This is an optimization exercise on Yosys and OpenROAD, whose aim is small area and a short achievable clock period, not a production implementation. In this exercise RTL edits were held to simulation tests only and were not proved equivalent to the original. Power figures rest on the tool's default switching activity, not on a simulated workload.

## chipInterface
module chipInterface(
	input logic [17:0] SW,
	input logic [3:1] KEY,
	input logic KEY0,
	input logic CLOCK_50,
	output logic [6:0] HEX0, HEX1, HEX2, HEX3, HEX4, HEX5, HEX6, HEX7,
	output logic [7:0] LEDG,
	output logic [7:0] VGA_R, VGA_G, VGA_B,
	output logic VGA_BLANK_N, VGA_SYNC_N,
	output logic VGA_VS, VGA_HS
);
Settings: LEC_CHECK=0, ABC_AREA=1, CAP_MARGIN=20, CORE_MARGIN=2, CORE_UTILIZATION=40, CTS_BUF_LIST=sky130_fd_sc_hd__clkbuf_4, SLEW_MARGIN=20; clock period 20.0 ns.
standard.sh (not shown) runs the stock make flow with config.mk's settings and CLKGATE_MAP_FILE= SYNTH_SCRIPT=/design/flow/synth_recipe.tcl, a recipe that flattens the netlist after the stock synthesis.
==> flow/flow/run.sh <==
#!/bin/bash
set -euo pipefail
bash standard.sh 'BUFFER_PORTS_ARGS=-buffer_cell sky130_fd_sc_hd__buf_1' finish > standard_flow.log 2>&1
Edit:
- CTS_BUF_LIST: sky130_fd_sc_hd__clkbuf_4 -> sky130_fd_sc_hd__clkbuf_8
=>
- The changed run completed without violations
- routed wire length barely changes
- area after synthesis is unchanged
- final area hardly moves
- hold slack stays flat
- global-route usage goes down by 0.27 points
- critical path depth does not change

v47:
chipInterface, a different RTL version from the one above (not shown whole).
For scale: about 1400 cells after synthesis, roughly 120 I/O pins.
export LEC_CHECK = 0
export ABC_AREA = 1
export CAP_MARGIN = 20
export CORE_MARGIN = 2
export CORE_UTILIZATION = 60
export SLEW_MARGIN = 20
create_clock -name core_clock -period 20.0 [get_ports {CLOCK_50}]
==> flow/flow/run.sh <==
#!/bin/bash
set -euo pipefail
MARGIN=0
CTS="-sink_clustering_enable -repair_clock_nets -buf_list sky130_fd_sc_hd__clkbuf_8 -sink_clustering_size 18 -sink_clustering_max_diameter 60 -dont_use_dummy_load"
bash standard.sh 'BUFFER_PORTS_ARGS=-buffer_cell sky130_fd_sc_hd__buf_1' "CTS_ARGS=$CTS" "SETUP_SLACK_MARGIN=$MARGIN" finish > standard_flow.log 2>&1
Setup changes, v47 to v14
==> flow/flow/run.sh <==
#!/bin/bash
set -euo pipefail
MARGIN=11.4
CTS="-sink_clustering_enable -repair_clock_nets -buf_list sky130_fd_sc_hd__clkbuf_8 -sink_clustering_size 18 -sink_clustering_max_diameter 60 -dont_use_dummy_load"
bash standard.sh 'BUFFER_PORTS_ARGS=-buffer_cell sky130_fd_sc_hd__buf_1' "CTS_ARGS=$CTS" "SETUP_SLACK_MARGIN=$MARGIN" finish > standard_flow.log 2>&1
Results
v14 and v47 ended up with nearly the same post-detailed-placement cell area. Worst-margin pin slew: v14 higher than v47. Summary — via count, v14 relative to v47: higher, by 97. v47 and v14 ended up with roughly the same relative area of non-clock buffer cells in the final design. In v14 the total met2 wirelength after detailed routing turned out 4.2% higher than in v47. | final non-filler cell area | v14 vs v47 | ≈ equal |.
diff inputs: v14 => v1
# v14
export LEC_CHECK = 0
export ABC_AREA = 1
export CAP_MARGIN = 20
export CORE_MARGIN = 2
export CORE_UTILIZATION = 60
export SLEW_MARGIN = 20
create_clock -name core_clock -period 20.0 [get_ports {CLOCK_50}]
# v1
export LEC_CHECK = 0
export ABC_AREA = 1
export CAP_MARGIN = 20
export CORE_MARGIN = 2
export CORE_UTILIZATION = 70
export SLEW_MARGIN = 20
create_clock -name core_clock -period 20.0 [get_ports {CLOCK_50}]
[summary]
In terms of routed wire length, v1 and v14 differ only marginally.
Number of clock-tree buffers in the layout for v1: 1 down relative to v14
Comparing v14 with v1, the final instance area came out essentially unchanged.
Diff v1 and v14: tapcell count lower in v1
Compared with v14, full die area in v1 decreased by more than 10%.
Sort v1 and v14 by clock skew, descending, and v14 comes first.
Looking at worst setup slack, v1 sits 0.0084 ns below v14.
Input-level comparison between v55 and v1:
# v1
export LEC_CHECK = 0
export ABC_AREA = 1
export CAP_MARGIN = 20
export CORE_MARGIN = 2
export CORE_UTILIZATION = 70
export SLEW_MARGIN = 20
create_clock -name core_clock -period 20.0 [get_ports {CLOCK_50}]
# v55
export LEC_CHECK = 0
export ABC_AREA = 1
export CAP_MARGIN = 20
export CORE_MARGIN = 2
export CORE_UTILIZATION = 60
export SLEW_MARGIN = 20
create_clock -name core_clock -period 20.0 [get_ports {CLOCK_50}]
==> flow/flow/run.sh <==
#!/bin/bash
set -euo pipefail
MARGIN=0
CTS="-sink_clustering_enable -repair_clock_nets -buf_list sky130_fd_sc_hd__clkbuf_16 -sink_clustering_size 30 -sink_clustering_max_diameter 90 -dont_use_dummy_load"
bash standard.sh 'BUFFER_PORTS_ARGS=-buffer_cell sky130_fd_sc_hd__buf_1' "CTS_ARGS=$CTS" "SETUP_SLACK_MARGIN=$MARGIN" finish > standard_flow.log 2>&1
Notes after the runs:
Summary — cell count, v55 relative to v1: higher, by 11. Looking at capture point of the worst path, the VGA_B[7] result is from v1; the VGA_G[6] one comes from v55. Compared with v1, placed wire-length estimate in v55 increased slightly. As of v55, net count reported at finish had fallen slightly compared to v1. Count of non-CTS buffers in the layout ended up 1.1% lower on v55 than on v1. Largest voltage drop on the vdd net (higher): v1. Taking v1 as the reference, in v55 utilization lower, shortest clock period the worst path allows after layout higher, fraction of met3 tracks used by global routing lower, number of clock buffers in the layout lower, worst hold slack across all endpoints higher. Worst hold path cell count: v55 vs v1 identical.
Relative to v55, the following input files were edited for v33:
==> flow/flow/run.sh <==
#!/bin/bash
set -euo pipefail
MARGIN=11.5
CTS="-sink_clustering_enable -repair_clock_nets -buf_list sky130_fd_sc_hd__clkbuf_8 -sink_clustering_size 18 -sink_clustering_max_diameter 60 -dont_use_dummy_load"
bash standard.sh 'BUFFER_PORTS_ARGS=-buffer_cell sky130_fd_sc_hd__buf_1' "CTS_ARGS=$CTS" "SETUP_SLACK_MARGIN=$MARGIN" finish > standard_flow.log 2>&1
### Flow results
- Number of filler instances in the final layout of v33 is on par with v55.
- On relative area change from synthesis to final layout, v33 and v55 are basically level.
- The run showing the smaller global-route wire length before repair is v55.
- Looking at final routed wire length divided by cell count across v33 and v55, the one that comes out lower is v55.
- Design area essentially unchanged between v33 and v55.
- Number of standard cells in the final layout excluding fillers came out higher on v33 than on v55.
- Between v33 and v55, the first-iteration DRC count is lower for v33.
- v33 has fraction of layout cells with a size suffix above 1 above what v55 had.
- Compared to v55, the router laid down more metal wire for v33.
- When v33 is set beside v55, its portion of total power attributed to the clock network turns out to be 1.6 points smaller.
- Switching portion of total power up 0.83 points in v33 wrt v55

== fjord ==
Another version of the RTL of chipInterface (not shown whole).
For scale: about 1400 cells after synthesis, ~240 flip-flops, ~12000 um2 of cells after synthesis.
Settings: LEC_CHECK=0, ABC_AREA=1, CAP_MARGIN=20, CORE_MARGIN=2, CORE_UTILIZATION=60, SLEW_MARGIN=20; clock period 20.0 ns.
==> flow/flow/run.sh <==
#!/bin/bash
set -euo pipefail
MARGIN=0
CTS="-sink_clustering_enable -repair_clock_nets -buf_list sky130_fd_sc_hd__clkbuf_8 -sink_clustering_size 18 -sink_clustering_max_diameter 60 -dont_use_dummy_load"
bash standard.sh 'BUFFER_PORTS_ARGS=-buffer_cell sky130_fd_sc_hd__buf_1' "CTS_ARGS=$CTS" "SETUP_SLACK_MARGIN=$MARGIN" finish > standard_flow.log 2>&1
Here is what was changed in the inputs of xenon compared with fjord.
- changing CORE_UTILIZATION from 60 to 75
## What came out
Per the comparison of xenon with fjord, portion of total power attributed to the clock network moved down; power per unit of standard cell area level; placeable core area moved down; post-route standard cell area excluding fillers moved down.
Fmax: xenon below fjord
Compared with fjord, in xenon met3 usage grew by 1.7 points, flip-flop and latch share of the layout cell area saw an increase, average wire per cell in the routed design went up by 4.5%, wire length of the first global-routing pass +950 um, combinational share of power picked up an extra 0.2 points.
Relative to fjord, the total power of xenon is lower by 0.0089 mW.

[separate check: timing with driven ports]
In the flow no input, the clock included, has a driving cell. The finished layouts below were timed again as built, in two steps. Step 1 sets driving cells, clkbuf_16 on the clock port and buf_2 on the other inputs (assumed; they add their load-dependent delay and slew). Step 2, shift: input delay + t, output delay - t, t = (earliest + latest rising clock arrival at the registers) / 2. This alone moves slack from input paths to output paths. a / b / c = ideal / step 1 / step 2; a / b = the first two.
run	t, ns	setup WS [ns]	clock arrival spread, ns	worst slew at a driven data input, ns
the first run of note 1	0.708	11.347 / 11.326 / 11.326	0.042 / 0.041	0.07
the second run of note 1	0.613	11.347 / 11.326 / 11.326	0.037 / 0.037	0.07
v47	0.557	11.286 / 11.266 / 11.266	0.045 / 0.045	0.05
v14	0.551	11.433 / 11.411 / 11.411	0.066 / 0.066	0.05
v1	0.530	11.425 / 11.401 / 11.401	0.065 / 0.065	0.05
v55	0.504	11.300 / 11.280 / 11.280	0.058 / 0.058	0.05
v33	0.560	11.468 / 11.437 / 11.437	0.065 / 0.064	0.05
fjord	0.565	11.347 / 11.314 / 11.314	0.047 / 0.047	0.07
xenon	0.545	11.285 / 11.265 / 11.265	0.057 / 0.057	0.06
After both steps every run listed still meets setup and hold. For fjord, which loses most, drivers alone change the setup slack by -0.033 ns; drivers and shift together by -0.033 ns.
